From an optimization exercise on the open Yosys and OpenROAD flow, aimed at small area and a short achievable clock period; shortcuts taken in it are not production practice.
The RTL was checked by simulation tests, not by an equivalence proof against the original design.

===== flow/design.v =====
module g_xor2 (input logic a, b, output logic y);
  assign y = a ^ b;
endmodule
module g_xnor2 (input logic a, b, output logic y);
  assign y = ~(a ^ b);
endmodule
module g_nand2 (input logic a, b, output logic y);
  assign y = ~(a & b);
endmodule
module round #(
  parameter bit NEXT = 1
) (
  input  logic [15:0] x, w, kn,
  output logic [15:0] xn, wn
);
  genvar j;
  generate
    for (j = 0; j < 16; j++) begin : b
      logic q, p;
      g_nand2 Q (.a(x[(j+15)%16]), .b(x[(j+8)%16]), .y(q));
      g_xor2  P (.a(x[(j+14)%16]), .b(w[j]), .y(p));
      g_xnor2 X (.a(q), .b(p), .y(xn[j]));
      if (NEXT) begin : n
        g_xor2 W (.a(x[j]), .b(kn[j]), .y(wn[j]));
      end else begin : z
        assign wn[j] = 1'b0;
      end
    end
  endgenerate
endmodule
module key_d (
  input  logic [15:0] k,
  output logic [15:0] d
);
  genvar j;
  generate
    for (j = 0; j < 16; j++) begin : b
      g_xor2 D (.a(k[j]), .b(k[(j+1)%16]), .y(d[j]));
    end
  endgenerate
endmodule
module key_s #(
  parameter bit ZBIT = 0
) (
  input  logic [15:0] k0, d1,
  output logic [15:0] s
);
  localparam logic [15:0] C = 16'hfffc ^ {15'd0, ZBIT};
  genvar j;
  generate
    for (j = 0; j < 16; j++) begin : b
      if (C[j]) begin : one
        g_xnor2 S (.a(k0[j]), .b(d1[j]), .y(s[j]));
      end else begin : zero
        g_xor2  S (.a(k0[j]), .b(d1[j]), .y(s[j]));
      end
    end
  endgenerate
endmodule
module key_f (
  input  logic [15:0] s, d3,
  output logic [15:0] kn
);
  genvar j;
  generate
    for (j = 0; j < 16; j++) begin : b
      g_xor2 K (.a(s[j]), .b(d3[(j+3)%16]), .y(kn[j]));
    end
  endgenerate
endmodule
module simon32_64 (
  input  logic        clk, reset,
  input  logic        in_valid,
  input  logic [31:0] plaintext,
  input  logic [63:0] key,
  output logic        out_valid,
  output logic [31:0] ciphertext
);
  logic [15:0] w_0;
  logic [15:0] d1_r0;
  logic [15:0] s0_r0;
  logic [15:0] d3_r0;
  logic [15:0] k4;
  logic [15:0] x_1;
  logic [15:0] w_1;
  logic [15:0] d2_r1;
  logic [15:0] s1_r1;
  logic [15:0] d4_r1;
  logic [15:0] k5;
  logic [15:0] x_2;
  logic [15:0] w_2;
  logic [15:0] s2_r1;
  logic [15:0] xq2, wq2;
  logic [15:0] kq2_3;
  logic [15:0] kq2_4;
  logic [15:0] kq2_5;
  logic [15:0] sq2;
  logic [15:0] d5_r2;
  logic [15:0] k6;
  logic [15:0] x_3;
  logic [15:0] w_3;
  logic [15:0] d4_r3;
  logic [15:0] s3_r3;
  logic [15:0] d6_r3;
  logic [15:0] k7;
  logic [15:0] x_4;
  logic [15:0] w_4;
  logic [15:0] s4_r3;
  logic [15:0] xq4, wq4;
  logic [15:0] kq4_5;
  logic [15:0] kq4_6;
  logic [15:0] kq4_7;
  logic [15:0] sq4;
  logic [15:0] d7_r4;
  logic [15:0] k8;
  logic [15:0] x_5;
  logic [15:0] w_5;
  logic [15:0] d6_r5;
  logic [15:0] s5_r5;
  logic [15:0] d8_r5;
  logic [15:0] k9;
  logic [15:0] x_6;
  logic [15:0] w_6;
  logic [15:0] s6_r5;
  logic [15:0] xq6, wq6;
  logic [15:0] kq6_7;
  logic [15:0] kq6_8;
  logic [15:0] kq6_9;
  logic [15:0] sq6;
  logic [15:0] d9_r6;
  logic [15:0] k10;
  logic [15:0] x_7;
  logic [15:0] w_7;
  logic [15:0] d8_r7;
  logic [15:0] s7_r7;
  logic [15:0] d10_r7;
  logic [15:0] k11;
  logic [15:0] x_8;
  logic [15:0] w_8;
  logic [15:0] s8_r7;
  logic [15:0] xq8, wq8;
  logic [15:0] kq8_9;
  logic [15:0] kq8_10;
  logic [15:0] kq8_11;
  logic [15:0] sq8;
  logic [15:0] d11_r8;
  logic [15:0] k12;
  logic [15:0] x_9;
  logic [15:0] w_9;
  logic [15:0] d10_r9;
  logic [15:0] s9_r9;
  logic [15:0] d12_r9;
  logic [15:0] k13;
  logic [15:0] x_10;
  logic [15:0] w_10;
  logic [15:0] s10_r9;
  logic [15:0] xq10, wq10;
  logic [15:0] kq10_11;
  logic [15:0] kq10_12;
  logic [15:0] kq10_13;
  logic [15:0] sq10;
  logic [15:0] d13_r10;
  logic [15:0] k14;
  logic [15:0] x_11;
  logic [15:0] w_11;
  logic [15:0] d12_r11;
  logic [15:0] s11_r11;
  logic [15:0] d14_r11;
  logic [15:0] k15;
  logic [15:0] x_12;
  logic [15:0] w_12;
  logic [15:0] s12_r11;
  logic [15:0] xq12, wq12;
  logic [15:0] kq12_13;
  logic [15:0] kq12_14;
  logic [15:0] kq12_15;
  logic [15:0] sq12;
  logic [15:0] d15_r12;
  logic [15:0] k16;
  logic [15:0] x_13;
  logic [15:0] w_13;
  logic [15:0] d14_r13;
  logic [15:0] s13_r13;
  logic [15:0] d16_r13;
  logic [15:0] k17;
  logic [15:0] x_14;
  logic [15:0] w_14;
  logic [15:0] s14_r13;
  logic [15:0] xq14, wq14;
  logic [15:0] kq14_15;
  logic [15:0] kq14_16;
  logic [15:0] kq14_17;
  logic [15:0] sq14;
  logic [15:0] d17_r14;
  logic [15:0] k18;
  logic [15:0] x_15;
  logic [15:0] w_15;
  logic [15:0] d16_r15;
  logic [15:0] s15_r15;
  logic [15:0] d18_r15;
  logic [15:0] k19;
  logic [15:0] x_16;
  logic [15:0] w_16;
  logic [15:0] s16_r15;
  logic [15:0] xq16, wq16;
  logic [15:0] kq16_17;
  logic [15:0] kq16_18;
  logic [15:0] kq16_19;
  logic [15:0] sq16;
  logic [15:0] d19_r16;
  logic [15:0] k20;
  logic [15:0] x_17;
  logic [15:0] w_17;
  logic [15:0] d18_r17;
  logic [15:0] s17_r17;
  logic [15:0] d20_r17;
  logic [15:0] k21;
  logic [15:0] x_18;
  logic [15:0] w_18;
  logic [15:0] s18_r17;
  logic [15:0] xq18, wq18;
  logic [15:0] kq18_19;
  logic [15:0] kq18_20;
  logic [15:0] kq18_21;
  logic [15:0] sq18;
  logic [15:0] d21_r18;
  logic [15:0] k22;
  logic [15:0] x_19;
  logic [15:0] w_19;
  logic [15:0] d20_r19;
  logic [15:0] s19_r19;
  logic [15:0] d22_r19;
  logic [15:0] k23;
  logic [15:0] x_20;
  logic [15:0] w_20;
  logic [15:0] s20_r19;
  logic [15:0] xq20, wq20;
  logic [15:0] kq20_21;
  logic [15:0] kq20_22;
  logic [15:0] kq20_23;
  logic [15:0] sq20;
  logic [15:0] d23_r20;
  logic [15:0] k24;
  logic [15:0] x_21;
  logic [15:0] w_21;
  logic [15:0] d22_r21;
  logic [15:0] s21_r21;
  logic [15:0] d24_r21;
  logic [15:0] k25;
  logic [15:0] x_22;
  logic [15:0] w_22;
  logic [15:0] s22_r21;
  logic [15:0] xq22, wq22;
  logic [15:0] kq22_23;
  logic [15:0] kq22_24;
  logic [15:0] kq22_25;
  logic [15:0] sq22;
  logic [15:0] d25_r22;
  logic [15:0] k26;
  logic [15:0] x_23;
  logic [15:0] w_23;
  logic [15:0] d24_r23;
  logic [15:0] s23_r23;
  logic [15:0] d26_r23;
  logic [15:0] k27;
  logic [15:0] x_24;
  logic [15:0] w_24;
  logic [15:0] s24_r23;
  logic [15:0] xq24, wq24;
  logic [15:0] kq24_25;
  logic [15:0] kq24_26;
  logic [15:0] kq24_27;
  logic [15:0] sq24;
  logic [15:0] d27_r24;
  logic [15:0] k28;
  logic [15:0] x_25;
  logic [15:0] w_25;
  logic [15:0] d26_r25;
  logic [15:0] s25_r25;
  logic [15:0] d28_r25;
  logic [15:0] k29;
  logic [15:0] x_26;
  logic [15:0] w_26;
  logic [15:0] s26_r25;
  logic [15:0] xq26, wq26;
  logic [15:0] kq26_27;
  logic [15:0] kq26_28;
  logic [15:0] kq26_29;
  logic [15:0] sq26;
  logic [15:0] d29_r26;
  logic [15:0] k30;
  logic [15:0] x_27;
  logic [15:0] w_27;
  logic [15:0] d28_r27;
  logic [15:0] s27_r27;
  logic [15:0] d30_r27;
  logic [15:0] k31;
  logic [15:0] x_28;
  logic [15:0] w_28;
  logic [15:0] xq28, wq28;
  logic [15:0] kq28_29;
  logic [15:0] kq28_30;
  logic [15:0] kq28_31;
  logic [15:0] x_29;
  logic [15:0] w_29;
  logic [15:0] x_30;
  logic [15:0] w_30;
  logic [15:0] xq30, wq30;
  logic [15:0] kq30_31;
  logic [15:0] x_31;
  logic [15:0] w_31;
  logic [15:0] x_32;
  logic [31:0] ct_q;
  for (genvar j = 0; j < 16; j++) begin : w0
    g_xor2 W (.a(plaintext[j]), .b(key[j]), .y(w_0[j]));
  end
  key_d D1_r0 (.k(key[31:16]), .d(d1_r0));
  key_s #(.ZBIT(1'b1)) S0_r0 (.k0(key[15:0]), .d1(d1_r0), .s(s0_r0));
  key_d D3_r0 (.k(key[63:48]), .d(d3_r0));
  key_f K4 (.s(s0_r0), .d3(d3_r0), .kn(k4));
  round #(.NEXT(1'b1)) R0 (.x(plaintext[31:16]), .w(w_0), .kn(key[31:16]), .xn(x_1), .wn(w_1));
  key_d D2_r1 (.k(key[47:32]), .d(d2_r1));
  key_s #(.ZBIT(1'b1)) S1_r1 (.k0(key[31:16]), .d1(d2_r1), .s(s1_r1));
  key_d D4_r1 (.k(k4), .d(d4_r1));
  key_f K5 (.s(s1_r1), .d3(d4_r1), .kn(k5));
  round #(.NEXT(1'b1)) R1 (.x(x_1), .w(w_1), .kn(key[47:32]), .xn(x_2), .wn(w_2));
  key_s #(.ZBIT(1'b1)) S2_r1 (.k0(key[47:32]), .d1(d3_r0), .s(s2_r1));
  always_ff @(posedge clk) begin
    xq2 <= x_2;
    wq2 <= w_2;
    kq2_3 <= key[63:48];
    kq2_4 <= k4;
    kq2_5 <= k5;
    sq2 <= s2_r1;
  end
  key_d D5_r2 (.k(kq2_5), .d(d5_r2));
  key_f K6 (.s(sq2), .d3(d5_r2), .kn(k6));
  round #(.NEXT(1'b1)) R2 (.x(xq2), .w(wq2), .kn(kq2_3), .xn(x_3), .wn(w_3));
  key_d D4_r3 (.k(kq2_4), .d(d4_r3));
  key_s #(.ZBIT(1'b1)) S3_r3 (.k0(kq2_3), .d1(d4_r3), .s(s3_r3));
  key_d D6_r3 (.k(k6), .d(d6_r3));
  key_f K7 (.s(s3_r3), .d3(d6_r3), .kn(k7));
  round #(.NEXT(1'b1)) R3 (.x(x_3), .w(w_3), .kn(kq2_4), .xn(x_4), .wn(w_4));
  key_s #(.ZBIT(1'b1)) S4_r3 (.k0(kq2_4), .d1(d5_r2), .s(s4_r3));
  always_ff @(posedge clk) begin
    xq4 <= x_4;
    wq4 <= w_4;
    kq4_5 <= kq2_5;
    kq4_6 <= k6;
    kq4_7 <= k7;
    sq4 <= s4_r3;
  end
  key_d D7_r4 (.k(kq4_7), .d(d7_r4));
  key_f K8 (.s(sq4), .d3(d7_r4), .kn(k8));
  round #(.NEXT(1'b1)) R4 (.x(xq4), .w(wq4), .kn(kq4_5), .xn(x_5), .wn(w_5));
  key_d D6_r5 (.k(kq4_6), .d(d6_r5));
  key_s #(.ZBIT(1'b0)) S5_r5 (.k0(kq4_5), .d1(d6_r5), .s(s5_r5));
  key_d D8_r5 (.k(k8), .d(d8_r5));
  key_f K9 (.s(s5_r5), .d3(d8_r5), .kn(k9));
  round #(.NEXT(1'b1)) R5 (.x(x_5), .w(w_5), .kn(kq4_6), .xn(x_6), .wn(w_6));
  key_s #(.ZBIT(1'b1)) S6_r5 (.k0(kq4_6), .d1(d7_r4), .s(s6_r5));
  always_ff @(posedge clk) begin
    xq6 <= x_6;
    wq6 <= w_6;
    kq6_7 <= kq4_7;
    kq6_8 <= k8;
    kq6_9 <= k9;
    sq6 <= s6_r5;
  end
  key_d D9_r6 (.k(kq6_9), .d(d9_r6));
  key_f K10 (.s(sq6), .d3(d9_r6), .kn(k10));
  round #(.NEXT(1'b1)) R6 (.x(xq6), .w(wq6), .kn(kq6_7), .xn(x_7), .wn(w_7));
  key_d D8_r7 (.k(kq6_8), .d(d8_r7));
  key_s #(.ZBIT(1'b0)) S7_r7 (.k0(kq6_7), .d1(d8_r7), .s(s7_r7));
  key_d D10_r7 (.k(k10), .d(d10_r7));
  key_f K11 (.s(s7_r7), .d3(d10_r7), .kn(k11));
  round #(.NEXT(1'b1)) R7 (.x(x_7), .w(w_7), .kn(kq6_8), .xn(x_8), .wn(w_8));
  key_s #(.ZBIT(1'b0)) S8_r7 (.k0(kq6_8), .d1(d9_r6), .s(s8_r7));
  always_ff @(posedge clk) begin
    xq8 <= x_8;
    wq8 <= w_8;
    kq8_9 <= kq6_9;
    kq8_10 <= k10;
    kq8_11 <= k11;
    sq8 <= s8_r7;
  end
  key_d D11_r8 (.k(kq8_11), .d(d11_r8));
  key_f K12 (.s(sq8), .d3(d11_r8), .kn(k12));
  round #(.NEXT(1'b1)) R8 (.x(xq8), .w(wq8), .kn(kq8_9), .xn(x_9), .wn(w_9));
  key_d D10_r9 (.k(kq8_10), .d(d10_r9));
  key_s #(.ZBIT(1'b0)) S9_r9 (.k0(kq8_9), .d1(d10_r9), .s(s9_r9));
  key_d D12_r9 (.k(k12), .d(d12_r9));
  key_f K13 (.s(s9_r9), .d3(d12_r9), .kn(k13));
  round #(.NEXT(1'b1)) R9 (.x(x_9), .w(w_9), .kn(kq8_10), .xn(x_10), .wn(w_10));
  key_s #(.ZBIT(1'b1)) S10_r9 (.k0(kq8_10), .d1(d11_r8), .s(s10_r9));
  always_ff @(posedge clk) begin
    xq10 <= x_10;
    wq10 <= w_10;
    kq10_11 <= kq8_11;
    kq10_12 <= k12;
    kq10_13 <= k13;
    sq10 <= s10_r9;
  end
  key_d D13_r10 (.k(kq10_13), .d(d13_r10));
  key_f K14 (.s(sq10), .d3(d13_r10), .kn(k14));
  round #(.NEXT(1'b1)) R10 (.x(xq10), .w(wq10), .kn(kq10_11), .xn(x_11), .wn(w_11));
  key_d D12_r11 (.k(kq10_12), .d(d12_r11));
  key_s #(.ZBIT(1'b0)) S11_r11 (.k0(kq10_11), .d1(d12_r11), .s(s11_r11));
  key_d D14_r11 (.k(k14), .d(d14_r11));
  key_f K15 (.s(s11_r11), .d3(d14_r11), .kn(k15));
  round #(.NEXT(1'b1)) R11 (.x(x_11), .w(w_11), .kn(kq10_12), .xn(x_12), .wn(w_12));
  key_s #(.ZBIT(1'b0)) S12_r11 (.k0(kq10_12), .d1(d13_r10), .s(s12_r11));
  always_ff @(posedge clk) begin
    xq12 <= x_12;
    wq12 <= w_12;
    kq12_13 <= kq10_13;
    kq12_14 <= k14;
    kq12_15 <= k15;
    sq12 <= s12_r11;
  end
  key_d D15_r12 (.k(kq12_15), .d(d15_r12));
  key_f K16 (.s(sq12), .d3(d15_r12), .kn(k16));
  round #(.NEXT(1'b1)) R12 (.x(xq12), .w(wq12), .kn(kq12_13), .xn(x_13), .wn(w_13));
  key_d D14_r13 (.k(kq12_14), .d(d14_r13));
  key_s #(.ZBIT(1'b1)) S13_r13 (.k0(kq12_13), .d1(d14_r13), .s(s13_r13));
  key_d D16_r13 (.k(k16), .d(d16_r13));
  key_f K17 (.s(s13_r13), .d3(d16_r13), .kn(k17));
  round #(.NEXT(1'b1)) R13 (.x(x_13), .w(w_13), .kn(kq12_14), .xn(x_14), .wn(w_14));
  key_s #(.ZBIT(1'b0)) S14_r13 (.k0(kq12_14), .d1(d15_r12), .s(s14_r13));
  always_ff @(posedge clk) begin
    xq14 <= x_14;
    wq14 <= w_14;
    kq14_15 <= kq12_15;
    kq14_16 <= k16;
    kq14_17 <= k17;
    sq14 <= s14_r13;
  end
  key_d D17_r14 (.k(kq14_17), .d(d17_r14));
  key_f K18 (.s(sq14), .d3(d17_r14), .kn(k18));
  round #(.NEXT(1'b1)) R14 (.x(xq14), .w(wq14), .kn(kq14_15), .xn(x_15), .wn(w_15));
  key_d D16_r15 (.k(kq14_16), .d(d16_r15));
  key_s #(.ZBIT(1'b1)) S15_r15 (.k0(kq14_15), .d1(d16_r15), .s(s15_r15));
  key_d D18_r15 (.k(k18), .d(d18_r15));
  key_f K19 (.s(s15_r15), .d3(d18_r15), .kn(k19));
  round #(.NEXT(1'b1)) R15 (.x(x_15), .w(w_15), .kn(kq14_16), .xn(x_16), .wn(w_16));
  key_s #(.ZBIT(1'b0)) S16_r15 (.k0(kq14_16), .d1(d17_r14), .s(s16_r15));
  always_ff @(posedge clk) begin
    xq16 <= x_16;
    wq16 <= w_16;
    kq16_17 <= kq14_17;
    kq16_18 <= k18;
    kq16_19 <= k19;
    sq16 <= s16_r15;
  end
  key_d D19_r16 (.k(kq16_19), .d(d19_r16));
  key_f K20 (.s(sq16), .d3(d19_r16), .kn(k20));
  round #(.NEXT(1'b1)) R16 (.x(xq16), .w(wq16), .kn(kq16_17), .xn(x_17), .wn(w_17));
  key_d D18_r17 (.k(kq16_18), .d(d18_r17));
  key_s #(.ZBIT(1'b1)) S17_r17 (.k0(kq16_17), .d1(d18_r17), .s(s17_r17));
  key_d D20_r17 (.k(k20), .d(d20_r17));
  key_f K21 (.s(s17_r17), .d3(d20_r17), .kn(k21));
  round #(.NEXT(1'b1)) R17 (.x(x_17), .w(w_17), .kn(kq16_18), .xn(x_18), .wn(w_18));
  key_s #(.ZBIT(1'b1)) S18_r17 (.k0(kq16_18), .d1(d19_r16), .s(s18_r17));
  always_ff @(posedge clk) begin
    xq18 <= x_18;
    wq18 <= w_18;
    kq18_19 <= kq16_19;
    kq18_20 <= k20;
    kq18_21 <= k21;
    sq18 <= s18_r17;
  end
  key_d D21_r18 (.k(kq18_21), .d(d21_r18));
  key_f K22 (.s(sq18), .d3(d21_r18), .kn(k22));
  round #(.NEXT(1'b1)) R18 (.x(xq18), .w(wq18), .kn(kq18_19), .xn(x_19), .wn(w_19));
  key_d D20_r19 (.k(kq18_20), .d(d20_r19));
  key_s #(.ZBIT(1'b0)) S19_r19 (.k0(kq18_19), .d1(d20_r19), .s(s19_r19));
  key_d D22_r19 (.k(k22), .d(d22_r19));
  key_f K23 (.s(s19_r19), .d3(d22_r19), .kn(k23));
  round #(.NEXT(1'b1)) R19 (.x(x_19), .w(w_19), .kn(kq18_20), .xn(x_20), .wn(w_20));
  key_s #(.ZBIT(1'b0)) S20_r19 (.k0(kq18_20), .d1(d21_r18), .s(s20_r19));
  always_ff @(posedge clk) begin
    xq20 <= x_20;
    wq20 <= w_20;
    kq20_21 <= kq18_21;
    kq20_22 <= k22;
    kq20_23 <= k23;
    sq20 <= s20_r19;
  end
  key_d D23_r20 (.k(kq20_23), .d(d23_r20));
  key_f K24 (.s(sq20), .d3(d23_r20), .kn(k24));
  round #(.NEXT(1'b1)) R20 (.x(xq20), .w(wq20), .kn(kq20_21), .xn(x_21), .wn(w_21));
  key_d D22_r21 (.k(kq20_22), .d(d22_r21));
  key_s #(.ZBIT(1'b0)) S21_r21 (.k0(kq20_21), .d1(d22_r21), .s(s21_r21));
  key_d D24_r21 (.k(k24), .d(d24_r21));
  key_f K25 (.s(s21_r21), .d3(d24_r21), .kn(k25));
  round #(.NEXT(1'b1)) R21 (.x(x_21), .w(w_21), .kn(kq20_22), .xn(x_22), .wn(w_22));
  key_s #(.ZBIT(1'b0)) S22_r21 (.k0(kq20_22), .d1(d23_r20), .s(s22_r21));
  always_ff @(posedge clk) begin
    xq22 <= x_22;
    wq22 <= w_22;
    kq22_23 <= kq20_23;
    kq22_24 <= k24;
    kq22_25 <= k25;
    sq22 <= s22_r21;
  end
  key_d D25_r22 (.k(kq22_25), .d(d25_r22));
  key_f K26 (.s(sq22), .d3(d25_r22), .kn(k26));
  round #(.NEXT(1'b1)) R22 (.x(xq22), .w(wq22), .kn(kq22_23), .xn(x_23), .wn(w_23));
  key_d D24_r23 (.k(kq22_24), .d(d24_r23));
  key_s #(.ZBIT(1'b1)) S23_r23 (.k0(kq22_23), .d1(d24_r23), .s(s23_r23));
  key_d D26_r23 (.k(k26), .d(d26_r23));
  key_f K27 (.s(s23_r23), .d3(d26_r23), .kn(k27));
  round #(.NEXT(1'b1)) R23 (.x(x_23), .w(w_23), .kn(kq22_24), .xn(x_24), .wn(w_24));
  key_s #(.ZBIT(1'b1)) S24_r23 (.k0(kq22_24), .d1(d25_r22), .s(s24_r23));
  always_ff @(posedge clk) begin
    xq24 <= x_24;
    wq24 <= w_24;
    kq24_25 <= kq22_25;
    kq24_26 <= k26;
    kq24_27 <= k27;
    sq24 <= s24_r23;
  end
  key_d D27_r24 (.k(kq24_27), .d(d27_r24));
  key_f K28 (.s(sq24), .d3(d27_r24), .kn(k28));
  round #(.NEXT(1'b1)) R24 (.x(xq24), .w(wq24), .kn(kq24_25), .xn(x_25), .wn(w_25));
  key_d D26_r25 (.k(kq24_26), .d(d26_r25));
  key_s #(.ZBIT(1'b1)) S25_r25 (.k0(kq24_25), .d1(d26_r25), .s(s25_r25));
  key_d D28_r25 (.k(k28), .d(d28_r25));
  key_f K29 (.s(s25_r25), .d3(d28_r25), .kn(k29));
  round #(.NEXT(1'b1)) R25 (.x(x_25), .w(w_25), .kn(kq24_26), .xn(x_26), .wn(w_26));
  key_s #(.ZBIT(1'b0)) S26_r25 (.k0(kq24_26), .d1(d27_r24), .s(s26_r25));
  always_ff @(posedge clk) begin
    xq26 <= x_26;
    wq26 <= w_26;
    kq26_27 <= kq24_27;
    kq26_28 <= k28;
    kq26_29 <= k29;
    sq26 <= s26_r25;
  end
  key_d D29_r26 (.k(kq26_29), .d(d29_r26));
  key_f K30 (.s(sq26), .d3(d29_r26), .kn(k30));
  round #(.NEXT(1'b1)) R26 (.x(xq26), .w(wq26), .kn(kq26_27), .xn(x_27), .wn(w_27));
  key_d D28_r27 (.k(kq26_28), .d(d28_r27));
  key_s #(.ZBIT(1'b0)) S27_r27 (.k0(kq26_27), .d1(d28_r27), .s(s27_r27));
  key_d D30_r27 (.k(k30), .d(d30_r27));
  key_f K31 (.s(s27_r27), .d3(d30_r27), .kn(k31));
  round #(.NEXT(1'b1)) R27 (.x(x_27), .w(w_27), .kn(kq26_28), .xn(x_28), .wn(w_28));
  always_ff @(posedge clk) begin
    xq28 <= x_28;
    wq28 <= w_28;
    kq28_29 <= kq26_29;
    kq28_30 <= k30;
    kq28_31 <= k31;
  end
  round #(.NEXT(1'b1)) R28 (.x(xq28), .w(wq28), .kn(kq28_29), .xn(x_29), .wn(w_29));
  round #(.NEXT(1'b1)) R29 (.x(x_29), .w(w_29), .kn(kq28_30), .xn(x_30), .wn(w_30));
  always_ff @(posedge clk) begin
    xq30 <= x_30;
    wq30 <= w_30;
    kq30_31 <= kq28_31;
  end
  round #(.NEXT(1'b1)) R30 (.x(xq30), .w(wq30), .kn(kq30_31), .xn(x_31), .wn(w_31));
  round #(.NEXT(1'b0)) R31 (.x(x_31), .w(w_31), .kn(16'd0), .xn(x_32), .wn());
  always_ff @(posedge clk) ct_q <= {x_32, x_31};
  assign ciphertext = ct_q;
  logic [15:0] valid_r;
  always_ff @(posedge clk) begin
    if (reset)
      valid_r <= '0;
    else
      valid_r <= {valid_r[14:0], in_valid};
  end
  assign out_valid = valid_r[15];
endmodule

===== flow/flow/run.sh =====
#!/bin/bash
# The standard layout, except that the output ports get a fast buffer (buf_4) instead of the
# default port buffer; the input ports keep the default. Everything else is standard.sh as is.
set -euo pipefail
here=$(pwd)
bash standard.sh DONT_BUFFER_PORTS=1 PRE_GLOBAL_PLACE_TCL="$here/flow/ports.tcl" finish > "$here/flow_standard.log" 2>&1

===== flow/flow/ports.tcl =====
# Port buffers, placed where global_place.tcl would put them: inputs with the default cell,
# outputs with a fast buffer.
buffer_ports -inputs
buffer_ports -outputs -buffer_cell sky130_fd_sc_hd__buf_4

===== flow/standard.sh =====
#!/bin/bash
# synth_recipe.tcl (not shown) runs the flow's synth.tcl, then flattens the netlist and writes it again
# the make line also repeats each setting of config.mk as NAME=value (left out here)
make -C /OpenROAD-flow-scripts/flow DESIGN_CONFIG=/design/flow/config.mk WORK_HOME=/design/flow/orfs CLKGATE_MAP_FILE= SYNTH_SCRIPT=/design/flow/synth_recipe.tcl "${@:-finish}"

===== flow/config.mk =====
export PLATFORM = sky130hd
export DESIGN_NAME = simon32_64
export DESIGN_NICKNAME = simon32_64
export VERILOG_FILES = /design/flow/design.v
export SDC_FILE = /design/flow/constraint.sdc
export NUM_CORES = 4
export LEC_CHECK = 0
export CAP_MARGIN = 20
export CORE_MARGIN = 2
export CORE_UTILIZATION = 55
export GPL_TIMING_DRIVEN = 0
export SETUP_SLACK_MARGIN = 0.8
export SLEW_MARGIN = 20
export SYNTH_HIERARCHICAL = 1
export SYNTH_MINIMUM_KEEP_SIZE = 0

===== flow/constraint.sdc =====
create_clock -name core_clock -period 2.5 [get_ports {clk}]
set_input_delay 0.5000 -clock core_clock [delete_from_list [all_inputs] [get_ports {clk}]]
set_output_delay 0.5000 -clock core_clock [all_outputs]
set_load 0.01 [all_outputs]

==> reports/results.tsv, run 1 <==
stage	metric	value	unit
setup_path	arrival	2.42	ns
logic_synthesis	yosysWarnings	7	
routing	routed_wl	166	mm
placed_design	dp_slack	-0.153	ns
routing	ant_nets	0	
logic_synthesis	syn-instance-count	5073	
setup_path	rr_startpoint	xq8[14]	
worst_hold_path	min_path_cells	3	
global_route	grt_pass1_wl	234	mm
run_status	status	complete, no violations	
setup_path	reg2regPathDepth	4	
floorplan	ios	132	
floorplan	rows	119	
clocking	clk_pin_slew	0.06	ns
setup_path	start_kind	register	
placed_design	dp_cells	6595	
sta	setup_ws	0.742	ns
sta	timing_hold_violations_final	0	
clocking	cts.path.max_buffers	3	
placed_design	place.gp.congestion	0.912	
logic_synthesis	syn-cell-area	57900	um^2
clocking	cts_tree	done	
placed_design	port-buffer-count	131	
floorplan	core_area	105000	um^2
routing	dr.pass1.iters	7	
worst_hold_path	worstHoldStart	key[25]	
routing	viasPerCell	4.79	
clocking	cts_sinks	1424	
clocking	hold_buffers	0	
sta	fmax	569	MHz
floorplan	die_width	328	um
sta	clock_skew	0.0215	ns
setup_path	worstSetupPathType	reg -> reg	
clocking	clk-insertion-delay-late	0.75	ns
global_route	overflow	0	
run	maxCapViolCount	0	
routing	drtIter0Drc	2174	
global_route	grt_use_total	30.5	%
logic_synthesis	syn-num-nets	5172	
routing	routedWlPerCell	24.1	um
floorplan	die_h	328	um
cells_and_area	syn_to_final_growth	17.7	%
sta	relSlewSlack	49.6	%
global_route	grt_max_degree	17	
placed_design	place_hpwl	136	mm
global_route	antenna_found_initial	3	
logic_synthesis	avgSynthCellArea	11.4	um^2
routing	drc_errors	0	
cells_and_area	antenna_cells	0	
routing	vias	32994	
cells_and_area	regMostFlops	ct_q	
clocking	cts_root_buffer	clkbuf_16	
sta	worst_pin_slew	0.751	ns
cells_and_area	largest_reg_flops	32	
floorplan	die_area	108000	um^2
sta	finalCritPeriodShare	70.3	%
sta	grt_setup_unrepaired	yes	
worst_hold_path	hp-class	in -> reg	
floorplan	start_util	55.2	%
clocking	cts_buffers	147	
setup_path	worst-path-max-fanout	4	
cells_and_area	finalNonFillerCells	6884	
sta	period_minus_slack	1.76	ns
worst_hold_path	hold_end	kq2_5[9]	
setup_path	r2r_setup_slack	0.74	ns
sta	drv_slew	0	
cells_and_area	fin_nets	5483	
setup_path	regToRegEndpoint	xq10[8]	
clocking	cts_max_level	4	
setup_path	cp-end-kind	register	
setup_path	crit_required	3.17	ns
cells_and_area	final_layout_size_suffix_gt1_share	11.1	%
sta	setup_viol	0	
global_route	grt_pass1_vias	33388	
## layer usage
layer / global-route usage (%) / share of wire (%) / vias to the layer above
li1: - / - / 15889
met5: 0 / 0 / -
met3: 3.56 / 4.4 / 192
met2: 48.6 / 46 / 806
met4: 6.95 / 2.0 / 0
met1: 44.2 / 48 / 16107
## worst max-delay path: stages (launching register included)
cell	delay, ns
dfxtp_1	0.61
nand2_1	0.17
xnor2_2	0.49
xor2_1	0.25
xnor2_1	0.16
## cell usage in the layout (no fill, tap or decap), types with 19 or more instances in the layout
cell             instances
xnor2_1                824
clkbuf_8                23
clkinv_2                19
xor2_1                2028
nand2_1                512
dfxtp_2                 46
xor2_2                 171
buf_6                   34
clkdlybuf4s50_1         93
xnor2_2                 87
clkbuf_16              153
dfxtp_1               1377
clkbuf_1                42
buf_4                   31
## layout make-up
| class | count | area [um^2] |
|---|---|---|
| timing repair buffer | 162 | 1590 |
| sequential | 1424 | 28600 |
| multi-input combinational | 3648 | 31500 |
| clock inverter | 40 | 434 |
| fill | 8450 | 36700 |
| buffer | 1 | 11.3 |
| clock buffer | 218 | 4300 |
| tap | 1391 | 1740 |
## what timing repair did
item,CTS,global route
pin swaps,15,38
setup buffers,13,18
gates resized for setup,155,209
setup endpoints to repair,132,222
## worst max-delay path by stage
stage / cells after the start / start / slack (ns) / endpoint
final: 4 / xq8[14] / 0.74 / xq10[8]
after global routing: 4 / kq18_21[9] / 0.72 / kq20_23[3]
after CTS: 4 / xq8[9] / 0.66 / xq10[3]
after detailed placement: 6 / key[17] / -0.15 / kq2_5[14]
after global placement: 6 / key[19] / -0.14 / kq2_5[15]
after floorplan: 5 / key[14] / 0.98 / xq2[0]
## through the flow
| stage | area (um^2) | setup TNS (ns) | hold slack [ns] | util [%] |
|---|---|---|---|---|
| 6_report | 68200 | 0 | 0.269 | 65.0 |
| 5_1_grt | 68200 | 0 | 0.278 | 65.0 |
| 4_1_cts | 66600 | 0 | 0.250 | 63.5 |
| 3_5_place_dp | 60900 | -0.537 | 0.313 | 58.1 |
| 3_3_place_gp | 60900 | -0.567 | 0.312 | 58.1 |
| 2_1_floorplan | 57900 | 0 | 0.310 | - |
==> run 2: changes to the inputs <==
--- a/flow/config.mk
+++ b/flow/config.mk
@@ -9,5 +9,3 @@
 export CORE_MARGIN = 2
-export CORE_UTILIZATION = 55
-export GPL_TIMING_DRIVEN = 0
-export SETUP_SLACK_MARGIN = 0.8
+export CORE_UTILIZATION = 40
 export SLEW_MARGIN = 20
==> run 2 against run 1 <==
Compared with the run above:
- still clean
- final area down 2.4%
- synthesized cell count unchanged
==> reports/results.tsv, run 2 <==
stage	metric	value	unit	change
global_route	overflow	0		unchanged
run	maxCapViolCount	0		unchanged
setup_path	crit_slowest_cell	xnor2_1		was dfxtp_1
cells_and_area	regMostFlops	ct_q		unchanged
worst_hold_path	hp-class	in -> reg		unchanged
setup_path	start_kind	register		unchanged
setup_path	slowest_delay	0.63	ns	was 0.61 ns
placed_design	place_hpwl	144	mm	was 136 mm
logic_synthesis	avgSynthCellArea	11.4	um^2	unchanged
logic_synthesis	syn-cell-area	57900	um^2	unchanged
cells_and_area	syn_to_final_growth	14.9	%	was 17.7%
sta	setup_tns	0	ns	unchanged
setup_path	worst-path-max-fanout	4		unchanged
clocking	cts_max_level	4		unchanged
global_route	grt_max_degree	17		unchanged
cells_and_area	final_layout_size_suffix_gt1_share	5.62	%	was 11.1%
logic_synthesis	yosysWarnings	7		unchanged
clocking	clk-insertion-delay-late	0.79	ns	was 0.75 ns
placed_design	port-buffer-count	131		unchanged
cells_and_area	largest_reg_flops	32		unchanged
run_status	status	complete, no violations		unchanged
clocking	cts.path.max_buffers	3		unchanged
sta	relSlewSlack	42.4	%	was 49.6%
logic_synthesis	syn-instance-count	5073		unchanged
global_route	grt_use_total	23.5	%	was 30.5%
sta	grt_setup_unrepaired	no		was yes
setup_path	cp-end-kind	register		unchanged
global_route	grt_pass1_vias	34423		was 33388
cells_and_area	fillers	13446		was 8450
sta	worst_pin_slew	0.858	ns	was 0.751 ns
routing	routedWlPerCell	23.7	um	was 24.1 um
sta	clock_skew	0.0655	ns	was 0.0215 ns
global_route	antenna_found_initial	5		was 3
sta	fmax	488	MHz	was 569 MHz
routing	wl_met1	78.5	mm	was 79.2 mm
cells_and_area	final_common_cell	xor2_1		unchanged
setup_path	path_cells	xor2_1 > xnor2_1 > nand2_1 > xnor2_1		was nand2_1 > xnor2_2 > xor2_1 > xnor2_1
floorplan	die_h	384	um	was 328 um
floorplan	ios	132		unchanged
clocking	cts_sinks	1424		unchanged
routing	drtIter0Drc	2001		was 2174
clocking	clk_pin_slew	0.06	ns	about the same
clocking	post-cts-setup-buffers	0		was 13
routing	top_layer	met5		was met4
routing	routed_wl	175	mm	was 166 mm
floorplan	rows	139		was 119
cells_and_area	final_util	46.3	%	was 65.0%
floorplan	core_area	144000	um^2	was 105000 um^2
cells_and_area	final_cell_mix	xor2_1 (2202), dfxtp_1 (1424), xnor2_1 (918)		was xor2_1 (2028), dfxtp_1 (1377), xnor2_1 (824)
sta	drv_slew	0		unchanged
floorplan	start_util	40.3	%	was 55.2%
clocking	cts_root_buffer	clkbuf_16		unchanged
cells_and_area	fin_nets	5424		was 5483
placed_design	dp_cells	7022		was 6595
setup_path	arrival	2.65	ns	was 2.42 ns
clocking	cts_tree	done		unchanged
global_route	grt_pass1_wl	248	mm	was 234 mm
routing	ant_nets	0		unchanged
sta	finalCritPeriodShare	81.9	%	was 70.3%
routing	route.met2.wl	84.2	mm	was 76.4 mm
setup_path	crit_required	3.10	ns	was 3.17 ns
routing	vias	32401		was 32994
setup_path	cpMostUsedCell	xnor2_1		
sta	setup_viol	0		unchanged
floorplan	die_width	384	um	was 328 um
placed_design	place.gp.congestion	0.927		was 0.912
routing	dr.pass1.iters	4		was 7
cells_and_area	seq_area	28500	um^2	was 28600 um^2
clocking	cts_buffers	148		was 147
sta	period_minus_slack	2.05	ns	was 1.76 ns
setup_path	cp_top_family	XOR/XNOR gates		unchanged
routing	wl_met3	6.74	mm	was 7.29 mm
floorplan	die_area	148000	um^2	was 108000 um^2
sta	timing_hold_violations_final	0		unchanged
cells_and_area	finalNonFillerCells	7351		was 6884
routing	drc_errors	0		unchanged
setup_path	worstSetupPathType	reg -> reg		unchanged
cells_and_area	multiInputGateArea	29400	um^2	was 31500 um^2
setup_path	crit_buf_inv	0		unchanged
routing	viasPerCell	4.41		was 4.79
logic_synthesis	syn-num-nets	5172		unchanged
-- run 2: changes by cell type in the layout (fill, tap and decap cells not counted), sizes merged, moves of 3 or more --
cell,delta
bufinv,+12
clkinv,+15
clkdlybuf4s50,-93
buf,-18
dlygate4sd3,+56
dlymetal6s2s,-3
clkbuf,-13
-- run 2: layout make-up --
class / count / share of cell area [%]
antenna: 2 / 0.00752
clock buffer: 205 / 6.39
clock inverter: 66 / 1.61
multi-input combinational: 3648 / 44.2
sequential: 1424 / 42.9
tap: 1903 / 3.58
timing repair buffer: 103 / 1.37
-- run 2: final timing paths --
check,startpoint,endpoint,slack [ns],cells after the start
hold / removal,key[14],kq2_4[14],0.05,2
hold reg to reg,kq28_31[9],kq30_31[9],0.32,0
setup reg to reg,xq8[11],xq10[5],0.45,4
setup / recovery,xq8[11],xq10[5],0.45,4
-- run 2: stage by stage --
stage	instance area [um^2]	hold WS (ns)	setup slack (ns)
5_1_grt	66500	0.0186	0.480
6_report	66500	0.0463	0.452
4_1_cts	66500	0.000399	0.514
2_1_floorplan	57900	0.310	0.975
3_5_place_dp	60600	0.314	0.563
3_3_place_gp	60600	0.312	0.554
-- run 2: layer usage --
layer  vias up  global-route usage [%]
li1      15961                       -
met1     15501                    30.5
met2       704                    40.2
met3       231                    3.48
met4         4                    7.20
met5         -                       0
-- run 2: worst register-to-register path: stages, from the launching register on --
cell and delay [ns]:
dfxtp_1 0.52, xor2_1 0.14, xnor2_1 0.63, nand2_1 0.14, xnor2_1 0.45
-- run 2: repair_timing --
item,in CTS,in global routing
resized for setup,0,0
hold buffers,56,0
endpoints found under the hold margin,86,0
==> run 3: changes to the inputs <==
--- a/flow/config.mk
+++ b/flow/config.mk
@@ -9,3 +9,5 @@
 export CORE_MARGIN = 2
-export CORE_UTILIZATION = 40
+export CORE_UTILIZATION = 65
+export GPL_TIMING_DRIVEN = 0
+export SETUP_SLACK_MARGIN = 0.85
 export SLEW_MARGIN = 20
==> run 3 against run 2 <==
Compared with the run above:
- still clean
- synthesized cell count unchanged
- hold slack improved by 0.26 ns
- via count is 6.5% higher
- non-clock buffer count is 82 higher
- flip-flop and latch count unchanged
- register-to-register slack improved by 0.34 ns
- global-route usage up 13 points
- critical path type unchanged
- largest cell class unchanged
- highest routed layer unchanged
==> reports/results.tsv, run 3 <==
stage	metric	value	unit	change
sta	timing_hold_violations_final	0		unchanged
setup_path	crit_start	kq16_19[13]		was xq8[11]
global_route	overflow	0		unchanged
cells_and_area	fin_nets	5500		was 5424
placed_design	port-buffer-count	131		unchanged
worst_hold_path	hp-class	in -> reg		unchanged
clocking	cts_sinks	1424		unchanged
setup_path	crit_required	3.14	ns	was 3.10 ns
sta	setup_viol	0		unchanged
routing	viasPerCell	5.17		was 4.41
clocking	cts_root_buffer	clkbuf_16		unchanged
global_route	antenna_found_initial	5		unchanged
clocking	cts_max_level	4		unchanged
floorplan	start_util	65.5	%	was 40.3%
logic_synthesis	avgSynthCellArea	11.4	um^2	unchanged
sta	period_minus_slack	1.70	ns	was 2.05 ns
cells_and_area	final_util	79.1	%	was 46.3%
setup_path	r2r_setup_slack	0.80	ns	was 0.45 ns
setup_path	slowest_delay	0.43	ns	was 0.63 ns
cells_and_area	syn_to_final_growth	20.7	%	was 14.9%
cells_and_area	final_cell_mix	xor2_1 (1899), dfxtp_1 (1319), xnor2_1 (765)		was xor2_1 (2202), dfxtp_1 (1424), xnor2_1 (918)
routing	drc_errors	0		unchanged
setup_path	path_cells	xor2_1 > xor2_2 > xor2_1 > xor2_1		was xor2_1 > xnor2_1 > nand2_1 > xnor2_1
logic_synthesis	syn-num-nets	5172		unchanged
floorplan	die_area	91500	um^2	was 148000 um^2
setup_path	crit_slowest_cell	dfxtp_1		was xnor2_1
sta	worst_pin_slew	0.707	ns	was 0.858 ns
setup_path	arrival	2.34	ns	was 2.65 ns
floorplan	core_area	88400	um^2	was 144000 um^2
clocking	cts.path.max_buffers	3		unchanged
sta	setup_tns	0	ns	unchanged
run_status	status	complete, no violations		unchanged
sta	relSlewSlack	52.5	%	was 42.4%
routing	dr.pass1.iters	6		was 4
cells_and_area	final_common_cell	xor2_1		unchanged
clocking	clk_pin_slew	0.06	ns	about the same
placed_design	place_hpwl	135	mm	was 144 mm
cells_and_area	final_layout_size_suffix_gt1_share	16.2	%	was 5.62%
floorplan	ios	132		unchanged
routing	drtIter0Drc	3103		was 2001
setup_path	crit_buf_inv	0		unchanged
setup_path	cpMostUsedCell	xor2_1		was xnor2_1
sta	setup_ws	0.796	ns	was 0.452 ns
global_route	grt_pass1_vias	35721		was 34423
setup_path	cp-end-kind	register		unchanged
placed_design	place.gp.congestion	0.958		was 0.927
global_route	grt_max_degree	17		unchanged
setup_path	worst-path-max-fanout	3		was 4
routing	ant_nets	0		unchanged
clocking	cts_buffers	142		was 148
setup_path	start_kind	register		unchanged
clocking	clk-insertion-delay-late	0.75	ns	was 0.79 ns
clocking	hold_buffers	0		was 56
routing	routed_wl	170	mm	was 175 mm
sta	finalCritPeriodShare	68.2	%	was 81.9%
sta	grt_setup_unrepaired	yes		was no
placed_design	dp_slack	-0.469	ns	was 0.563 ns
setup_path	worstSetupPathType	reg -> reg		unchanged
cells_and_area	regMostFlops	ct_q		unchanged
run	maxCapViolCount	0		unchanged
clocking	cts_tree	done		unchanged
floorplan	die_width	302	um	was 384 um
setup_path	cp_top_family	XOR/XNOR gates		unchanged
floorplan	die_h	302	um	was 384 um
setup_path	rr_startpoint	kq16_19[13]		was xq8[11]
logic_synthesis	syn-cell-area	57900	um^2	unchanged
logic_synthesis	yosysWarnings	7		unchanged
sta	fmax	587	MHz	was 488 MHz
sta	hold_ws	0.303	ns	was 0.0463 ns
worst_hold_path	worstHoldStart	key[55]		was key[14]
global_route	grt_use_total	36.9	%	was 23.5%
routing	vias	34496		was 32401
global_route	grt_pass1_wl	241	mm	was 248 mm
routing	routedWlPerCell	25.5	um	was 23.7 um
logic_synthesis	syn-instance-count	5073		unchanged
sta	drv_slew	0		unchanged
floorplan	rows	109		was 139
sta	clock_skew	0.0224	ns	was 0.0655 ns
cells_and_area	largest_reg_flops	32		unchanged
run 3: per-layer routing:
layer	global-route usage, %	wire length [um]	vias up
met5	0	20	-
met4	18.0	9400	4
met3	4.88	10000	440
met2	63.4	83000	1325
met1	46.1	67400	16895
li1	-	-	15832
run 3: metrics by stage:
stage               instance area [um^2]  cells
floorplan                          57900   5073
detailed placement                 60600   6369
global placement                   60600   6369
global route                       69900   6672
finish                             69900   6673
CTS                                67800   6640
run 3: cell type report:
cell class	instances	area, um^2
antenna	1	2.50
buffer	1	11.3
clock buffer	190	4040
clock inverter	60	785
fill	5516	18500
multi-input combinational	3648	33200
sequential	1424	28600
tap	1165	1460
timing repair buffer	184	1780
run 3: path summary, 6_finish.rpt:
kind	to	depth (start not counted)
worst max-delay path	kq18_21[7]	4
worst min-delay path	kq2_3[7]	1
worst max register to register	kq18_21[7]	4
worst min register to register	kq30_31[6]	0
run 3: what timing repair did:
item | 4_1_cts | 5_1_grt
gates resized for setup | 352 | 290
gates cloned | 0 | 0
pin swaps | 61 | 76
endpoints found under the hold margin | 0 | 0
endpoints found under the setup margin | 244 | 286
buffers inserted | 21 | 32
==> run 4: changes to the inputs <==
--- a/flow/config.mk
+++ b/flow/config.mk
@@ -9,4 +9,5 @@
 export CORE_MARGIN = 2
-export CORE_UTILIZATION = 65
+export CORE_UTILIZATION = 55
 export GPL_TIMING_DRIVEN = 0
+export PLACE_DENSITY = 0.8
 export SETUP_SLACK_MARGIN = 0.85
==> run 4 against run 3 <==
Compared with the run above:
- clock-buffer cell count up 14
- maximum frequency down 0.27%
- hold slack better by 0.0021 ns
- non-clock buffer count down 1
- synthesized cell count unchanged
- critical path depth unchanged
- critical path type unchanged
- register-to-register slack about the same
- still clean
- core utilization down 13 points
- die area up 18%
- via count down 0.87%
==> reports/results.tsv, run 4 <==
stage	metric	value	unit	change
placed_design	place.gp.congestion	0.947		was 0.958
cells_and_area	largest_reg_flops	32		unchanged
routing	viasPerCell	4.95		was 5.17
setup_path	worstSetupPathType	reg -> reg		unchanged
sta	grt_setup_unrepaired	yes		unchanged
placed_design	dp_slack	-0.187	ns	was -0.469 ns
sta	setup_tns	0	ns	unchanged
cells_and_area	regMostFlops	ct_q		unchanged
global_route	overflow	0		unchanged
routing	drc_errors	0		unchanged
global_route	antenna_found_initial	0		was 5
clocking	cts_buffers	145		was 142
clocking	cts_sinks	1424		unchanged
clocking	cts_tree	done		unchanged
run	maxCapViolCount	0		unchanged
setup_path	crit_slowest_cell	dfxtp_1		unchanged
placed_design	place_hpwl	132	mm	was 135 mm
sta	period_minus_slack	1.71	ns	was 1.70 ns
floorplan	die_h	328	um	was 302 um
setup_path	rr_startpoint	xq26[7]		was kq16_19[13]
logic_synthesis	syn-instance-count	5073		unchanged
cells_and_area	final_common_cell	xor2_1		unchanged
setup_path	slowest_delay	0.53	ns	was 0.43 ns
setup_path	crit_start	xq26[7]		was kq16_19[13]
cells_and_area	final_util	66.4	%	was 79.1%
floorplan	rows	119		was 109
clocking	cts_root_buffer	clkbuf_16		unchanged
cells_and_area	antenna_cells	0		was 1
clocking	cts.path.max_buffers	3		unchanged
setup_path	path_cells	nand2_1 > xnor2_4 > xor2_1 > xnor2_2		was xor2_1 > xor2_2 > xor2_1 > xor2_1
sta	timing_hold_violations_final	0		unchanged
routing	ant_nets	0		unchanged
logic_synthesis	syn-num-nets	5172		unchanged
routing	drtIter0Drc	2404		was 3103
clocking	cts_max_level	4		unchanged
sta	worst_pin_slew	0.922	ns	was 0.707 ns
sta	fmax	585	MHz	was 587 MHz
cells_and_area	fillers	7609		was 5516
setup_path	crit_required	3.12	ns	was 3.14 ns
logic_synthesis	syn-cell-area	57900	um^2	unchanged
logic_synthesis	yosysWarnings	7		unchanged
setup_path	worst-path-max-fanout	4		was 3
setup_path	arrival	2.33	ns	was 2.34 ns
worst_hold_path	hp-class	in -> reg		unchanged
sta	finalCritPeriodShare	68.3	%	was 68.2%
cells_and_area	final_cell_mix	xor2_1 (1943), dfxtp_1 (1349), xnor2_1 (800)		was xor2_1 (1899), dfxtp_1 (1319), xnor2_1 (765)
sta	relSlewSlack	38.1	%	was 52.5%
sta	drv_slew	0		unchanged
global_route	grt_pass1_wl	235	mm	was 241 mm
floorplan	start_util	55.2	%	was 65.5%
floorplan	core_area	105000	um^2	was 88400 um^2
routing	routedWlPerCell	24.0	um	was 25.5 um
sta	hold_ws	0.305	ns	was 0.303 ns
placed_design	port-buffer-count	131		unchanged
sta	setup_viol	0		unchanged
floorplan	die_area	108000	um^2	was 91500 um^2
routing	vias	34196		was 34496
setup_path	cp-end-kind	register		unchanged
clocking	clk-insertion-delay-late	0.76	ns	was 0.75 ns
global_route	grt_pass1_vias	35704		was 35721
clocking	clk_pin_slew	0.06	ns	about the same
cells_and_area	fin_nets	5502		was 5500
routing	dr.pass1.iters	5		was 6
sta	clock_skew	0.0254	ns	was 0.0224 ns
logic_synthesis	avgSynthCellArea	11.4	um^2	unchanged
floorplan	die_width	328	um	was 302 um
sta	setup_ws	0.792	ns	was 0.796 ns
floorplan	ios	132		unchanged
setup_path	start_kind	register		unchanged
cells_and_area	final_layout_size_suffix_gt1_share	14.4	%	was 16.2%
routing	routed_wl	166	mm	was 170 mm
cells_and_area	syn_to_final_growth	20.2	%	was 20.7%
global_route	grt_max_degree	17		unchanged
global_route	grt_use_total	30.1	%	was 36.9%
run_status	status	complete, no violations		unchanged
worst_hold_path	worstHoldStart	key[51]		was key[55]
run 4: layout make-up:
class	instances	area, um^2	share of cell area, %
Tap cell	1391	1740	2.50
Timing Repair Buffer	183	1750	2.51
Buffer	1	11.3	0.0162
Clock inverter	64	761	1.09
Sequential cell	1424	28600	41.1
Clock buffer	204	4250	6.10
Multi-Input combinational cell	3648	32500	46.7
run 4: repair_timing:
item | in CTS | in global routing
gates resized for setup | 246 | 274
setup endpoints to repair | 188 | 250
pin swaps | 40 | 67
hold buffers | 0 | 0
buffers inserted | 29 | 23
run 4: stage by stage:
stage	area, um^2	instances
after floorplan	57900	5073
after global placement	60900	6595
after detailed placement	60900	6595
after CTS	67700	6892
after global routing	69600	6915
final	69600	6915
run 4: worst max-delay path: cells and delay by family, from the launching register on:
kind                      cells  cell delay, ns
xor gates and xnor gates      3            0.84
DFF                           1            0.53
and+or+nand+nor               1            0.20
run 4: metal layers:
metal,up-vias,track usage (%),part of all wire [%]
li1,15886,-,-
met1,16739,34.5,38
met2,1176,54.8,52
met3,395,3.90,4.8
met4,0,14.9,5.4
met5,-,0,0
run 4: worst paths after layout:
path | to | slack [ns] | cells past startpoint
worst max-delay path | xq28[1] | 0.79 | 4
worst min-delay path | kq2_3[3] | 0.30 | 1
worst max register to register | xq28[1] | 0.79 | 4
worst min register to register | kq30_31[5] | 0.31 | 0
==> run 5: changes to the inputs <==
--- a/flow/config.mk
+++ b/flow/config.mk
@@ -9,3 +9,6 @@
 export CORE_MARGIN = 2
-export CORE_UTILIZATION = 55
+export CORE_UTILIZATION = 65
+export CTS_CLUSTER_DIAMETER = 70
+export CTS_CLUSTER_SIZE = 25
+export GPL_ROUTABILITY_DRIVEN = 0
 export GPL_TIMING_DRIVEN = 0
==> run 5 against run 4 <==
Compared with the run above:
- maximum frequency fell by 1.2%
- final cell count down 5.6%
- routed wire length is 0.51% lower
- highest routed layer is now met5
- final area fell by 3.4%
- synthesized cell count unchanged
==> reports/results.tsv, run 5 <==
stage	metric	value	unit	change
clocking	cts_root_buffer	clkbuf_16		unchanged
clocking	cts_max_level	3		was 4
logic_synthesis	syn-num-nets	5172		unchanged
setup_path	cp-end-kind	register		unchanged
setup_path	cp_top_family	XOR/XNOR gates		unchanged
sta	timing_hold_violations_final	0		unchanged
clocking	cts.path.max_buffers	3		unchanged
cells_and_area	syn_to_final_growth	16.1	%	was 20.2%
routing	drtIter0Drc	2903		was 2404
floorplan	start_util	65.5	%	was 55.2%
placed_design	port-buffer-count	131		unchanged
floorplan	die_h	302	um	was 328 um
run_status	status	complete, no violations		unchanged
logic_synthesis	syn-instance-count	5073		unchanged
setup_path	path_cells	clkdlybuf4s50_1 > xor2_2 > xor2_2 > buf_4 > buf_4 > xor2_1 > xor2_1		was nand2_1 > xnor2_4 > xor2_1 > xnor2_2
sta	setup_viol	0		unchanged
global_route	antenna_found_initial	3		was 0
setup_path	crit_required	3.03	ns	was 3.12 ns
sta	clock_skew	0.0388	ns	was 0.0254 ns
sta	finalCritPeriodShare	69.2	%	was 68.3%
cells_and_area	fillers	5784		was 7609
logic_synthesis	avgSynthCellArea	11.4	um^2	unchanged
routing	ant_nets	0		unchanged
cells_and_area	regMostFlops	ct_q		unchanged
setup_path	start_kind	input pin		was register
routing	vias	33910		was 34196
run	maxCapViolCount	0		unchanged
cells_and_area	final_common_cell	xor2_1		unchanged
setup_path	crit_buf_inv	3		was 0
logic_synthesis	syn-cell-area	57900	um^2	unchanged
sta	worst_pin_slew	0.708	ns	was 0.922 ns
global_route	overflow	0		unchanged
placed_design	place_hpwl	130	mm	was 132 mm
routing	routedWlPerCell	25.3	um	was 24.0 um
sta	hold_ws	0.113	ns	was 0.305 ns
sta	grt_setup_unrepaired	yes		unchanged
cells_and_area	fin_nets	5433		was 5502
routing	drc_errors	0		unchanged
clocking	cts_buffers	71		was 145
global_route	grt_max_degree	26		was 17
clocking	clk-insertion-delay-late	0.67	ns	was 0.76 ns
clocking	cts_tree	done		unchanged
setup_path	worstSetupPathType	in -> reg		was reg -> reg
placed_design	dp_cells	6369		was 6595
setup_path	crit_slowest_cell	clkdlybuf4s50_1		was dfxtp_1
sta	setup_tns	0	ns	unchanged
clocking	clk_pin_slew	0.09	ns	was 0.06 ns
sta	relSlewSlack	52.4	%	was 38.1%
routing	dr.pass1.iters	7		was 5
cells_and_area	final_cell_mix	xor2_1 (1898), dfxtp_1 (1357), xnor2_1 (771)		was xor2_1 (1943), dfxtp_1 (1349), xnor2_1 (800)
setup_path	worst-path-max-fanout	3		was 4
worst_hold_path	hp-class	in -> reg		unchanged
cells_and_area	finalNonFillerCells	6528		was 6915
logic_synthesis	yosysWarnings	7		unchanged
global_route	grt_pass1_vias	34780		was 35704
floorplan	rows	109		was 119
floorplan	die_area	91500	um^2	was 108000 um^2
sta	drv_slew	0		unchanged
global_route	grt_pass1_wl	233	mm	was 235 mm
routing	viasPerCell	5.19		was 4.95
cells_and_area	final_layout_size_suffix_gt1_share	13.4	%	was 14.4%
floorplan	ios	132		unchanged
routing	routed_wl	165	mm	was 166 mm
clocking	cts_sinks	1424		unchanged
floorplan	core_area	88400	um^2	was 105000 um^2
sta	fmax	578	MHz	was 585 MHz
setup_path	arrival	2.26	ns	was 2.33 ns
cells_and_area	largest_reg_flops	32		unchanged
global_route	grt_use_total	35.5	%	was 30.1%
floorplan	die_width	302	um	was 328 um
sta	period_minus_slack	1.73	ns	was 1.71 ns
setup_path	slowest_delay	0.50	ns	was 0.53 ns
[run 5: worst reg2reg max path: stages, from the launching register on]
cell and delay [ns]:
dfxtp_4 0.44, xor2_4 0.21, xor2_2 0.30, buf_4 0.19, xor2_1 0.16, xor2_1 0.29
[run 5: through the flow]
stage               instance area [um^2]  utilization [%]  setup WS (ns)
floorplan                          57900                -          0.975
global placement                   60600             68.6         -0.359
detailed placement                 60600             68.6         -0.332
CTS                                64800             73.3          0.726
global route                       67200             76.0          0.757
finish                             67200             76.0          0.770
[run 5: metal layers]
| layer | global-route usage [%] | part of all wire [%] |
|---|---|---|
| met2 | 59.0 | 47 |
| met5 | 0 | 0.0079 |
| met4 | 15.9 | 5.5 |
| met1 | 46.2 | 41 |
| met3 | 5.20 | 6.2 |
[run 5: worst paths after layout]
check	startpoint	to	slack, ns	cells after the start
max	key[60]	kq2_5[5]	0.77	7
min	key[61]	kq2_3[13]	0.11	1
max reg2reg	kq18_21[13]	kq20_23[6]	0.79	5
min reg2reg	kq28_31[1]	kq30_31[1]	0.32	0
[run 5: cell type report]
| type | instances | area (um^2) | area share, % |
|---|---|---|---|
| sequential | 1424 | 28600 | 42.6 |
| clock inverter | 19 | 279 | 0.415 |
| tap | 1165 | 1460 | 2.17 |
| clock buffer | 81 | 1910 | 2.84 |
| timing repair buffer | 188 | 1720 | 2.56 |
| multi-input combinational | 3648 | 33200 | 49.4 |
| antenna | 2 | 5.00 | 0.00745 |
| buffer | 1 | 11.3 | 0.0168 |
[run 5: what timing repair did]
item	4_1_cts	5_1_grt
hold buffers	0	0
endpoints found under the hold margin	0	0
pin swaps	60	97
gates resized for setup	262	333
endpoints found under the setup margin	182	291
setup buffers	29	28
==> run 6: changes to the inputs <==
==> flow/flow/run.sh (replaced) <==
#!/bin/bash
# The standard layout, with two changes made just before global placement (flow/ports.tcl):
# the output ports get a fast buffer (buf_4) instead of the default port buffer, and every
# flip-flop starts at drive strength 2. Everything else is standard.sh as is.
set -euo pipefail
here=$(pwd)
bash standard.sh DONT_BUFFER_PORTS=1 PRE_GLOBAL_PLACE_TCL="$here/flow/ports.tcl" finish > "$here/flow_standard.log" 2>&1
--- a/flow/flow/ports.tcl
+++ b/flow/flow/ports.tcl
@@ -4 +4,10 @@
 buffer_ports -outputs -buffer_cell sky130_fd_sc_hd__buf_4
+# Flip-flops at drive strength 2 (same cell type, stronger output).
+set n_ff2 0
+foreach inst [[ord::get_db_block] getInsts] {
+  if {[[$inst getMaster] getName] eq "sky130_fd_sc_hd__dfxtp_1"} {
+    replace_cell [get_cells [$inst getName]] sky130_fd_sc_hd__dfxtp_2
+    incr n_ff2
+  }
+}
+puts "ports.tcl: $n_ff2 flip-flops set to dfxtp_2"
--- a/flow/config.mk
+++ b/flow/config.mk
@@ -10,4 +10,4 @@
 export CORE_UTILIZATION = 65
-export CTS_CLUSTER_DIAMETER = 70
-export CTS_CLUSTER_SIZE = 25
+export CTS_CLUSTER_DIAMETER = 80
+export CTS_CLUSTER_SIZE = 30
 export GPL_ROUTABILITY_DRIVEN = 0
==> run 6 against run 5 <==
Compared with the run above:
- first-iteration DRC count is essentially flat
- synthesized area stayed put
- still clean on timing, DRC and antenna
- core utilization fell by 0.60 points
- via count shrank 1.7%
- critical path type is now reg -> reg
- sequential share of layout area rose by 2.9 points
==> reports/results.tsv, run 6 <==
stage	metric	value	unit	change
run_status	status	complete, no violations		unchanged
cells_and_area	regMostFlops	ct_q		unchanged
clocking	cts_max_level	2		was 3
sta	clock_skew	0.0279	ns	was 0.0388 ns
cells_and_area	final_common_cell	xor2_1		unchanged
routing	routedWlPerCell	25.5	um	was 25.3 um
clocking	clk-insertion-delay-late	0.70	ns	was 0.67 ns
placed_design	dp_slack	-0.479	ns	was -0.332 ns
floorplan	start_util	65.5	%	unchanged
logic_synthesis	syn-num-nets	5172		unchanged
floorplan	die_h	302	um	unchanged
cells_and_area	multiInputGateArea	31600	um^2	was 33200 um^2
floorplan	core_area	88400	um^2	unchanged
routing	vias	33349		was 33910
sta	drv_slew	0		unchanged
cells_and_area	final_area	66700	um^2	was 67200 um^2
sta	fmax	577	MHz	was 578 MHz
setup_path	crit_slowest_cell	dfxtp_4		was clkdlybuf4s50_1
worst_hold_path	hp-class	in -> reg		unchanged
sta	setup_ws	0.767	ns	was 0.770 ns
setup_path	path_cells	xor2_2 > xor2_2 > buf_4 > xor2_2 > xor2_1		was clkdlybuf4s50_1 > xor2_2 > xor2_2 > buf_4 > buf_4 > xor2_1 > xor2_1
global_route	grt_use_total	35.6	%	was 35.5%
clocking	cts.path.max_buffers	3		unchanged
setup_path	arrival	2.33	ns	was 2.26 ns
setup_path	cpMostUsedCell	xor2_2		
floorplan	rows	109		unchanged
clocking	clk_pin_slew	0.12	ns	was 0.09 ns
routing	drc_errors	0		unchanged
global_route	overflow	0		unchanged
global_route	use_met2	60.5	%	was 59.0%
global_route	grtUsageMet3	4.60	%	was 5.20%
cells_and_area	fillers	6179		was 5784
placed_design	place_area	62400	um^2	was 60600 um^2
cells_and_area	seq_area	30300	um^2	was 28600 um^2
floorplan	ios	132		unchanged
setup_path	cp_top_family	XOR/XNOR gates		unchanged
setup_path	worst-path-max-fanout	3		unchanged
global_route	busiest_layer	met2		unchanged
setup_path	worstSetupPathType	reg -> reg		was in -> reg
placed_design	place_hpwl	133	mm	was 130 mm
cells_and_area	fin_nets	5396		was 5433
routing	viasPerCell	5.15		was 5.19
global_route	grt_max_degree	31		was 26
clocking	hold_buffers	0		unchanged
logic_synthesis	yosysWarnings	7		unchanged
clocking	cts_sinks	1424		unchanged
routing	ant_nets	0		unchanged
routing	drtIter0Drc	2901		was 2903
placed_design	port-buffer-count	131		unchanged
floorplan	die_width	302	um	unchanged
logic_synthesis	avgSynthCellArea	11.4	um^2	unchanged
setup_path	cp-end-kind	register		unchanged
global_route	grt_pass1_vias	34453		was 34780
sta	timing_hold_violations_final	0		unchanged
sta	relSlewSlack	43.3	%	was 52.4%
sta	setup_viol	0		unchanged
global_route	use_met1	46.8	%	was 46.2%
cells_and_area	final_cell_mix	xor2_1 (2010), dfxtp_2 (1417), xnor2_1 (837)		was xor2_1 (1898), dfxtp_1 (1357), xnor2_1 (771)
routing	routed_wl	165	mm	about the same
floorplan	die_area	91500	um^2	unchanged
global_route	grt_pass1_wl	233	mm	about the same
sta	period_minus_slack	1.73	ns	about the same
clocking	cts_tree	done		unchanged
cells_and_area	final_layout_size_suffix_gt1_share	34.9	%	was 13.4%
sta	grt_setup_unrepaired	yes		unchanged
setup_path	slowest_delay	0.43	ns	was 0.50 ns
run	maxCapViolCount	0		unchanged
clocking	cts_root_buffer	clkbuf_16		unchanged
run 6: layer usage:
metal / vias to the layer above / share of wire [%]
met1: 16384 / 42
met4: 4 / 4.2
li1: 15592 / -
met5: - / 0.014
met2: 1080 / 48
met3: 289 / 5.8
run 6: area by class of cell:
class / instances / share of cell area, %
multi-input cells: 3648 / 47.4
flip-flops and latches: 1424 / 45.5
repair buffers: 167 / 2.51
well taps: 1165 / 2.19
clock buffers: 57 / 2.09
clock inverters: 14 / 0.287
plain buffers: 1 / 0.0169
diodes: 1 / 0.00375
run 6: repair_timing:
item	4_1_cts	5_1_grt
setup endpoints to repair	147	194
pin swaps	40	41
gates resized for setup	172	179
setup buffers	24	12
run 6: path summary, 6_finish.rpt:
kind	start	end	slack, ns	cells past startpoint
max reg2reg	kq18_21[11]	kq20_23[4]	0.77	5
min	key[60]	kq2_3[12]	0.10	1
max	kq18_21[11]	kq20_23[4]	0.77	5
min reg2reg	kq28_31[9]	kq30_31[9]	0.34	0
run 6: metrics by stage:
stage / cells / TNS (ns) / utilization [%]
after floorplan: 5073 / 0 / -
after global placement: 6369 / -1.23 / 70.6
after detailed placement: 6369 / -1.26 / 70.6
final: 6477 / 0 / 75.4
after CTS: 6464 / 0 / 73.9
after global routing: 6476 / 0 / 75.4
run 6: worst register-to-register path, cell delays in order (launching register included):
cell and delay [ns]:
dfxtp_4 0.43, xor2_2 0.24, xor2_2 0.28, buf_4 0.19, xor2_2 0.17, xor2_1 0.31

[re-timing with driven ports]
The results above use ideal ports. As a check the final layouts listed here were re-extracted and re-timed, cells and wires unchanged.
Step 1: set_driving_cell puts a clkbuf_16 on clk and a buf_2 on each other input, an assumption about the parent block.
Step 2 times the ports against the registers' clock, not the clock port: input delays grow and output delays shrink by t, the midpoint of the rising clock arrivals with the driver on.
Three values: no drivers, after step 1, after step 2; two values: the first two.
| run | t (ns) | setup WS [ns] | worst data-port slew with drivers (ns) |
|---|---|---|---|
| run 1 | 0.814 | 0.742 / 0.699 / 0.072 | 0.05 |
| run 2 | 0.849 | 0.452 / 0.452 / 0.048 | 0.19 |
| run 3 | 0.820 | 0.796 / 0.745 / 0.083 | 0.04 |
| run 4 | 0.833 | 0.792 / 0.714 / 0.077 | 0.05 |
| run 5 | 0.722 | 0.770 / 0.792 / 0.076 | 0.06 |
| run 6 | 0.756 | 0.767 / 0.767 / 0.146 | 0.07 |
After both steps every run listed still meets setup and hold. The setup slack of run 4, which loses most, moves by -0.078 ns with the drivers and by -0.715 ns with both steps.
